This design comes from an exercise in tuning for small area on the open sky130 flow, not from production work. In this exercise RTL edits were held to simulation tests only and were not proved equivalent to the original. Power figures rest on the tool's default switching activity, not on a simulated workload.

==> run K <==
==> flow/design.v <==
module CPU(
    clk,
    inst,
    reset,
    address,
    out_data,
    store
);
    input clk;
    input reset;
    input [7:0] inst;
    output [7:0] address;
    output [7:0] out_data;
    output store;
    reg [7:0] ir;
    reg [7:0] pc;
    reg [7:0] r0, r1, r2, r3;
    wire [3:0] op = ir[7:4];
    always @(posedge clk) begin
        ir[3:0] <= inst[3:0];
        ir[6]   <= inst[6];
        ir[7]   <= inst[7] & ~reset;
        ir[5]   <= inst[5] | reset;
        ir[4]   <= inst[4] | reset;
    end
    wire [3:0] irn;
    g_inv u_irn0 (.a(ir[0]), .y(irn[0]));
    g_inv u_irn1 (.a(ir[1]), .y(irn[1]));
    g_inv u_irn2 (.a(ir[2]), .y(irn[2]));
    g_inv u_irn3 (.a(ir[3]), .y(irn[3]));
    wire ena, enb, cin;
    g_nand2 u_ena (.a(op[1]), .b(op[0]), .y(ena));
    g_inv   u_enb (.a(op[1]), .y(enb));
    g_or2   u_cin (.a(op[1]), .b(op[0]), .y(cin));
    wire [3:0] na, nb, nal, nbl;
    g_nand3 u_nal0 (.a(irn[3]), .b(irn[2]), .c(ena), .y(nal[0]));
    g_nand3 u_nal1 (.a(irn[3]), .b(ir[2]),  .c(ena), .y(nal[1]));
    g_nand3 u_nal2 (.a(ir[3]),  .b(irn[2]), .c(ena), .y(nal[2]));
    g_nand3 u_nal3 (.a(ir[3]),  .b(ir[2]),  .c(ena), .y(nal[3]));
    g_nand3 u_nbl0 (.a(irn[1]), .b(irn[0]), .c(enb), .y(nbl[0]));
    g_nand3 u_nbl1 (.a(irn[1]), .b(ir[0]),  .c(enb), .y(nbl[1]));
    g_nand3 u_nbl2 (.a(ir[1]),  .b(irn[0]), .c(enb), .y(nbl[2]));
    g_nand3 u_nbl3 (.a(ir[1]),  .b(ir[0]),  .c(enb), .y(nbl[3]));
    g_nand3 u_na0 (.a(irn[3]), .b(irn[2]), .c(ena), .y(na[0]));
    g_nand3 u_na1 (.a(irn[3]), .b(ir[2]),  .c(ena), .y(na[1]));
    g_nand3 u_na2 (.a(ir[3]),  .b(irn[2]), .c(ena), .y(na[2]));
    g_nand3 u_na3 (.a(ir[3]),  .b(ir[2]),  .c(ena), .y(na[3]));
    g_nand3 u_nb0 (.a(irn[1]), .b(irn[0]), .c(enb), .y(nb[0]));
    g_nand3 u_nb1 (.a(irn[1]), .b(ir[0]),  .c(enb), .y(nb[1]));
    g_nand3 u_nb2 (.a(ir[1]),  .b(irn[0]), .c(enb), .y(nb[2]));
    g_nand3 u_nb3 (.a(ir[1]),  .b(ir[0]),  .c(enb), .y(nb[3]));
    wire [7:0] a, b, bx, alu;
    wire [7:0] c;
    assign c[0] = cin;
    genvar i;
    generate
        for (i = 0; i < 8; i = i + 1) begin : g_bit
            rd_mux u_ma (.r0(r0[i]), .r1(r1[i]), .r2(r2[i]), .r3(r3[i]), .n(i < 2 ? nal : na), .y(a[i]));
            rd_mux u_mb (.r0(r0[i]), .r1(r1[i]), .r2(r2[i]), .r3(r3[i]), .n(i < 2 ? nbl : nb), .y(b[i]));
            g_xor2 u_bx (.a(b[i]), .b(op[0]), .y(bx[i]));
            if (i < 7) begin : g_lo
                g_fa u_fa (.a(a[i]), .b(bx[i]), .ci(c[i]), .s(alu[i]), .co(c[i+1]));
            end else begin : g_hi
                wire t;
                g_xor2 u_x0 (.a(a[i]), .b(c[i]), .y(t));
                g_xor2 u_x1 (.a(t), .b(bx[i]), .y(alu[i]));
            end
        end
    endgenerate
    wire keep, ldr, we, rstn;
    g_inv   u_rstn (.a(reset), .y(rstn));
    g_nor2  u_keep (.a(op[2]), .b(reset), .y(keep));
    g_and2  u_ldr  (.a(op[2]), .b(rstn), .y(ldr));
    g_orn   u_we   (.a(op[3]), .bn(op[1]), .y(we));
    wire [1:0] wdr;
    wire kn;
    g_a22o u_wd0 (.a1(alu[0]), .a2(keep), .b1(ir[0]), .b2(ldr), .y(wdr[0]));
    g_a22o u_wd1 (.a1(alu[1]), .a2(keep), .b1(ir[1]), .b2(ldr), .y(wdr[1]));
    g_or2  u_kn  (.a(op[2]), .b(reset), .y(kn));
    wire [3:0] enn, en;
    g_a31oi u_en0 (.a1(we), .a2(irn[3]), .a3(irn[2]), .b(reset), .y(enn[0]));
    g_a31oi u_en1 (.a1(we), .a2(irn[3]), .a3(ir[2]),  .b(reset), .y(enn[1]));
    g_a31oi u_en2 (.a1(we), .a2(ir[3]),  .a3(irn[2]), .b(reset), .y(enn[2]));
    g_a31oi u_en3 (.a1(we), .a2(ir[3]),  .a3(ir[2]),  .b(reset), .y(enn[3]));
    g_inv u_enp0 (.a(enn[0]), .y(en[0]));
    g_inv u_enp1 (.a(enn[1]), .y(en[1]));
    g_inv u_enp2 (.a(enn[2]), .y(en[2]));
    g_inv u_enp3 (.a(enn[3]), .y(en[3]));
    wire [3:0] ek;
    g_nor2 u_ek0 (.a(enn[0]), .b(kn), .y(ek[0]));
    g_nor2 u_ek1 (.a(enn[1]), .b(kn), .y(ek[1]));
    g_nor2 u_ek2 (.a(enn[2]), .b(kn), .y(ek[2]));
    g_nor2 u_ek3 (.a(enn[3]), .b(kn), .y(ek[3]));
    wire [7:0] d0, d1, d2, d3;
    generate
        for (i = 0; i < 2; i = i + 1) begin : g_rfl
            g_a22o u_d0 (.a1(en[0]), .a2(wdr[i]), .b1(enn[0]), .b2(r0[i]), .y(d0[i]));
            g_a22o u_d1 (.a1(en[1]), .a2(wdr[i]), .b1(enn[1]), .b2(r1[i]), .y(d1[i]));
            g_a22o u_d2 (.a1(en[2]), .a2(wdr[i]), .b1(enn[2]), .b2(r2[i]), .y(d2[i]));
            g_a22o u_d3 (.a1(en[3]), .a2(wdr[i]), .b1(enn[3]), .b2(r3[i]), .y(d3[i]));
        end
        for (i = 2; i < 8; i = i + 1) begin : g_rfh
            g_a22o u_d0 (.a1(ek[0]), .a2(alu[i]), .b1(enn[0]), .b2(r0[i]), .y(d0[i]));
            g_a22o u_d1 (.a1(ek[1]), .a2(alu[i]), .b1(enn[1]), .b2(r1[i]), .y(d1[i]));
            g_a22o u_d2 (.a1(ek[2]), .a2(alu[i]), .b1(enn[2]), .b2(r2[i]), .y(d2[i]));
            g_a22o u_d3 (.a1(ek[3]), .a2(alu[i]), .b1(enn[3]), .b2(r3[i]), .y(d3[i]));
        end
    endgenerate
    always @(posedge clk) begin
        r0 <= d0;
        r1 <= d1;
        r2 <= d2;
        r3 <= d3;
    end
    wire op3n;
    g_inv u_op3n (.a(op[3]), .y(op3n));
    wire [3:0] bi;
    g_nand2 u_b0 (.a(irn[0]), .b(op[3]), .y(bi[0]));
    g_nor2  u_b1 (.a(irn[1]), .b(op3n), .y(bi[1]));
    g_nor2  u_b2 (.a(irn[2]), .b(op3n), .y(bi[2]));
    g_nor2  u_b3 (.a(irn[3]), .b(op3n), .y(bi[3]));
    wire [7:0] npc, pcd, addr;
    wire [7:1] k;
    g_ha  u_p0 (.a(pc[0]), .b(bi[0]), .s(npc[0]), .co(k[1]));
    g_fa  u_p1 (.a(pc[1]), .b(bi[1]), .ci(k[1]), .s(npc[1]), .co(k[2]));
    g_fa  u_p2 (.a(pc[2]), .b(bi[2]), .ci(k[2]), .s(npc[2]), .co(k[3]));
    g_fa  u_p3 (.a(pc[3]), .b(bi[3]), .ci(k[3]), .s(npc[3]), .co(k[4]));
    g_ha  u_p4 (.a(pc[4]), .b(k[4]), .s(npc[4]), .co(k[5]));
    g_ha  u_p5 (.a(pc[5]), .b(k[5]), .s(npc[5]), .co(k[6]));
    g_ha  u_p6 (.a(pc[6]), .b(k[6]), .s(npc[6]), .co(k[7]));
    g_xor2 u_p7 (.a(pc[7]), .b(k[7]), .y(npc[7]));
    generate
        for (i = 0; i < 8; i = i + 1) begin : g_pc
            g_and2 u_pcr (.a(npc[i]), .b(rstn), .y(pcd[i]));
            g_a22o u_adr (.a1(npc[i]), .a2(op[3]), .b1(pc[i]), .b2(op3n), .y(addr[i]));
        end
    endgenerate
    always @(posedge clk)
        pc <= pcd;
    assign store = op[1] & ~op[0];
    assign out_data = alu;
    assign address = addr;
endmodule
module rd_mux(r0, r1, r2, r3, n, y);
    input r0, r1, r2, r3;
    input [3:0] n;
    output y;
    wire x01, x23;
    g_o22ai u_01 (.a1(r0), .a2(n[0]), .b1(r1), .b2(n[1]), .y(x01));
    g_o22ai u_23 (.a1(r2), .a2(n[2]), .b1(r3), .b2(n[3]), .y(x23));
    g_nor2  u_y  (.a(x01), .b(x23), .y(y));
endmodule
module g_inv(a, y);
    input a; output y;
    assign y = ~a;
endmodule
module g_nand2(a, b, y);
    input a, b; output y;
    assign y = ~(a & b);
endmodule
module g_nor2(a, b, y);
    input a, b; output y;
    assign y = ~(a | b);
endmodule
module g_or2(a, b, y);
    input a, b; output y;
    assign y = a | b;
endmodule
module g_and2(a, b, y);
    input a, b; output y;
    assign y = a & b;
endmodule
module g_orn(a, bn, y);
    input a, bn; output y;
    assign y = a | ~bn;
endmodule
module g_nand3(a, b, c, y);
    input a, b, c; output y;
    assign y = ~(a & b & c);
endmodule
module g_xor2(a, b, y);
    input a, b; output y;
    assign y = a ^ b;
endmodule
module g_o22ai(a1, a2, b1, b2, y);
    input a1, a2, b1, b2; output y;
    assign y = ~((a1 | a2) & (b1 | b2));
endmodule
module g_a22o(a1, a2, b1, b2, y);
    input a1, a2, b1, b2; output y;
    assign y = (a1 & a2) | (b1 & b2);
endmodule
module g_a31oi(a1, a2, a3, b, y);
    input a1, a2, a3, b; output y;
    assign y = ~((a1 & a2 & a3) | b);
endmodule
module g_ha(a, b, s, co);
    input a, b; output s, co;
    assign s = a ^ b;
    assign co = a & b;
endmodule
module g_fa(a, b, ci, s, co);
    input a, b, ci; output s, co;
    assign s = a ^ b ^ ci;
    assign co = (a & b) | (ci & (a ^ b));
endmodule
==> flow/flow/run.sh <==
#!/bin/bash
set -e
export BUFFER_PORTS_ARGS="-buffer_cell sky130_fd_sc_hd__buf_1"
export CTS_ARGS="-repair_clock_nets -buf_list sky130_fd_sc_hd__clkbuf_8 -dont_use_dummy_load"
bash standard.sh > standard.log 2>&1
==> flow/standard.sh <==
#!/bin/bash
# synth_recipe.tcl (not shown) runs the flow's synth.tcl, then flattens the netlist and writes it again
# the make line also repeats each setting of config.mk as NAME=value (left out here)
make -C /OpenROAD-flow-scripts/flow DESIGN_CONFIG=/design/flow/config.mk WORK_HOME=/design/flow/orfs CLKGATE_MAP_FILE= SYNTH_SCRIPT=/design/flow/synth_recipe.tcl "${@:-finish}"
==> flow/config.mk <==
export PLATFORM = sky130hd
export DESIGN_NAME = CPU
export DESIGN_NICKNAME = CPU
export VERILOG_FILES = /design/flow/design.v
export SDC_FILE = /design/flow/constraint.sdc
export NUM_CORES = 4
export LEC_CHECK = 0
export CAP_MARGIN = 20
export CORE_MARGIN = 2
export CORE_UTILIZATION = 40
export SLEW_MARGIN = 20
export SYNTH_HIERARCHICAL = 1
==> flow/constraint.sdc <==
create_clock -name core_clock -period 6.0 [get_ports {clk}]
set_input_delay 1.2000 -clock core_clock [delete_from_list [all_inputs] [get_ports {clk}]]
set_output_delay 1.2000 -clock core_clock [all_outputs]
set_load 0.01 [all_outputs]
==> run B (differences from run K) <==
--- a/flow/design.v
+++ b/flow/design.v
@@ -33,13 +33,5 @@
     g_inv   u_enb (.a(op[1]), .y(enb));
     g_or2   u_cin (.a(op[1]), .b(op[0]), .y(cin));
-    wire [3:0] na, nb, nal, nbl;
-    g_nand3 u_nal0 (.a(irn[3]), .b(irn[2]), .c(ena), .y(nal[0]));
-    g_nand3 u_nal1 (.a(irn[3]), .b(ir[2]),  .c(ena), .y(nal[1]));
-    g_nand3 u_nal2 (.a(ir[3]),  .b(irn[2]), .c(ena), .y(nal[2]));
-    g_nand3 u_nal3 (.a(ir[3]),  .b(ir[2]),  .c(ena), .y(nal[3]));
-    g_nand3 u_nbl0 (.a(irn[1]), .b(irn[0]), .c(enb), .y(nbl[0]));
-    g_nand3 u_nbl1 (.a(irn[1]), .b(ir[0]),  .c(enb), .y(nbl[1]));
-    g_nand3 u_nbl2 (.a(ir[1]),  .b(irn[0]), .c(enb), .y(nbl[2]));
-    g_nand3 u_nbl3 (.a(ir[1]),  .b(ir[0]),  .c(enb), .y(nbl[3]));
+    wire [3:0] na, nb;
     g_nand3 u_na0 (.a(irn[3]), .b(irn[2]), .c(ena), .y(na[0]));
     g_nand3 u_na1 (.a(irn[3]), .b(ir[2]),  .c(ena), .y(na[1]));
@@ -56,6 +48,6 @@
     generate
         for (i = 0; i < 8; i = i + 1) begin : g_bit
-            rd_mux u_ma (.r0(r0[i]), .r1(r1[i]), .r2(r2[i]), .r3(r3[i]), .n(i < 2 ? nal : na), .y(a[i]));
-            rd_mux u_mb (.r0(r0[i]), .r1(r1[i]), .r2(r2[i]), .r3(r3[i]), .n(i < 2 ? nbl : nb), .y(b[i]));
+            rd_mux u_ma (.r0(r0[i]), .r1(r1[i]), .r2(r2[i]), .r3(r3[i]), .n(na), .y(a[i]));
+            rd_mux u_mb (.r0(r0[i]), .r1(r1[i]), .r2(r2[i]), .r3(r3[i]), .n(nb), .y(b[i]));
             g_xor2 u_bx (.a(b[i]), .b(op[0]), .y(bx[i]));
             if (i < 7) begin : g_lo
@@ -73,9 +65,12 @@
     g_and2  u_ldr  (.a(op[2]), .b(rstn), .y(ldr));
     g_orn   u_we   (.a(op[3]), .bn(op[1]), .y(we));
-    wire [1:0] wdr;
-    wire kn;
+    wire [7:0] wdr;
     g_a22o u_wd0 (.a1(alu[0]), .a2(keep), .b1(ir[0]), .b2(ldr), .y(wdr[0]));
     g_a22o u_wd1 (.a1(alu[1]), .a2(keep), .b1(ir[1]), .b2(ldr), .y(wdr[1]));
-    g_or2  u_kn  (.a(op[2]), .b(reset), .y(kn));
+    generate
+        for (i = 2; i < 8; i = i + 1) begin : g_wd
+            g_and2 u_wd (.a(alu[i]), .b(keep), .y(wdr[i]));
+        end
+    endgenerate
     wire [3:0] enn, en;
     g_a31oi u_en0 (.a1(we), .a2(irn[3]), .a3(irn[2]), .b(reset), .y(enn[0]));
@@ -87,22 +82,11 @@
     g_inv u_enp2 (.a(enn[2]), .y(en[2]));
     g_inv u_enp3 (.a(enn[3]), .y(en[3]));
-    wire [3:0] ek;
-    g_nor2 u_ek0 (.a(enn[0]), .b(kn), .y(ek[0]));
-    g_nor2 u_ek1 (.a(enn[1]), .b(kn), .y(ek[1]));
-    g_nor2 u_ek2 (.a(enn[2]), .b(kn), .y(ek[2]));
-    g_nor2 u_ek3 (.a(enn[3]), .b(kn), .y(ek[3]));
     wire [7:0] d0, d1, d2, d3;
     generate
-        for (i = 0; i < 2; i = i + 1) begin : g_rfl
+        for (i = 0; i < 8; i = i + 1) begin : g_rf
             g_a22o u_d0 (.a1(en[0]), .a2(wdr[i]), .b1(enn[0]), .b2(r0[i]), .y(d0[i]));
             g_a22o u_d1 (.a1(en[1]), .a2(wdr[i]), .b1(enn[1]), .b2(r1[i]), .y(d1[i]));
             g_a22o u_d2 (.a1(en[2]), .a2(wdr[i]), .b1(enn[2]), .b2(r2[i]), .y(d2[i]));
             g_a22o u_d3 (.a1(en[3]), .a2(wdr[i]), .b1(enn[3]), .b2(r3[i]), .y(d3[i]));
-        end
-        for (i = 2; i < 8; i = i + 1) begin : g_rfh
-            g_a22o u_d0 (.a1(ek[0]), .a2(alu[i]), .b1(enn[0]), .b2(r0[i]), .y(d0[i]));
-            g_a22o u_d1 (.a1(ek[1]), .a2(alu[i]), .b1(enn[1]), .b2(r1[i]), .y(d1[i]));
-            g_a22o u_d2 (.a1(ek[2]), .a2(alu[i]), .b1(enn[2]), .b2(r2[i]), .y(d2[i]));
-            g_a22o u_d3 (.a1(ek[3]), .a2(alu[i]), .b1(enn[3]), .b2(r3[i]), .y(d3[i]));
         end
     endgenerate
==> flow/flow/run.sh (replaced) <==
#!/bin/bash
set -e
export BUFFER_PORTS_ARGS="-buffer_cell sky130_fd_sc_hd__buf_1"
export CTS_ARGS="-sink_clustering_enable -repair_clock_nets -buf_list sky130_fd_sc_hd__clkbuf_8 -sink_clustering_size 30 -dont_use_dummy_load"
bash standard.sh > standard.log 2>&1
==> run F (differences from run K) <==
==> flow/flow/run.sh (replaced) <==
#!/bin/bash
set -e
export BUFFER_PORTS_ARGS="-buffer_cell sky130_fd_sc_hd__buf_1"
export CTS_ARGS="-sink_clustering_enable -repair_clock_nets -buf_list sky130_fd_sc_hd__clkbuf_8 -sink_clustering_size 30 -dont_use_dummy_load"
export GPL_KEEP_OVERFLOW=0
bash standard.sh > standard.log 2>&1
==> comparison <==
- In sequential power, run K and run F hardly differ.
- In run K the core utilization is lower than in run B, by 2.7 points.
- Sequential share of layout area, lowest first: run B, run F, run K.
- Of run F and run K, run F has the higher first-iteration DRC count (gap about 120%, measured against run K).
- In run B the clock power is larger than in run F, by about 2%.

[separate check: timing with driven ports]
How much do the figures lean on ideal ports? The routed layouts below were timed once more, with nothing changed but the port constraints.
Step 1 (the two cells are an assumption about what drives the block):
set clk [get_ports {clk}]
set_driving_cell -lib_cell sky130_fd_sc_hd__clkbuf_16 $clk
set_driving_cell -lib_cell sky130_fd_sc_hd__buf_2 [delete_from_list [all_inputs] $clk]
Step 2 times the ports against the registers' clock, not the clock port: input delays grow and output delays shrink by t, the midpoint of the rising clock arrivals with the driver on.
Slacks: no drivers / after step 1 / after step 2; pairs: no drivers / after step 1.
| run | t (ns) | setup slack, ns | worst setup path after step 2 | slew at the worst register clock pin (ns) |
|---|---|---|---|---|
| run K | 0.324 | 0.199 / 0.169 / 0.493 | register to output | 0.09 / 0.09 |
| run B | 0.319 | 0.318 / 0.291 / 0.610 | register to output | 0.09 / 0.09 |
| run F | 0.322 | 0.294 / 0.264 / 0.586 | register to output | 0.08 / 0.08 |
After both steps setup and hold are still met in every run listed.
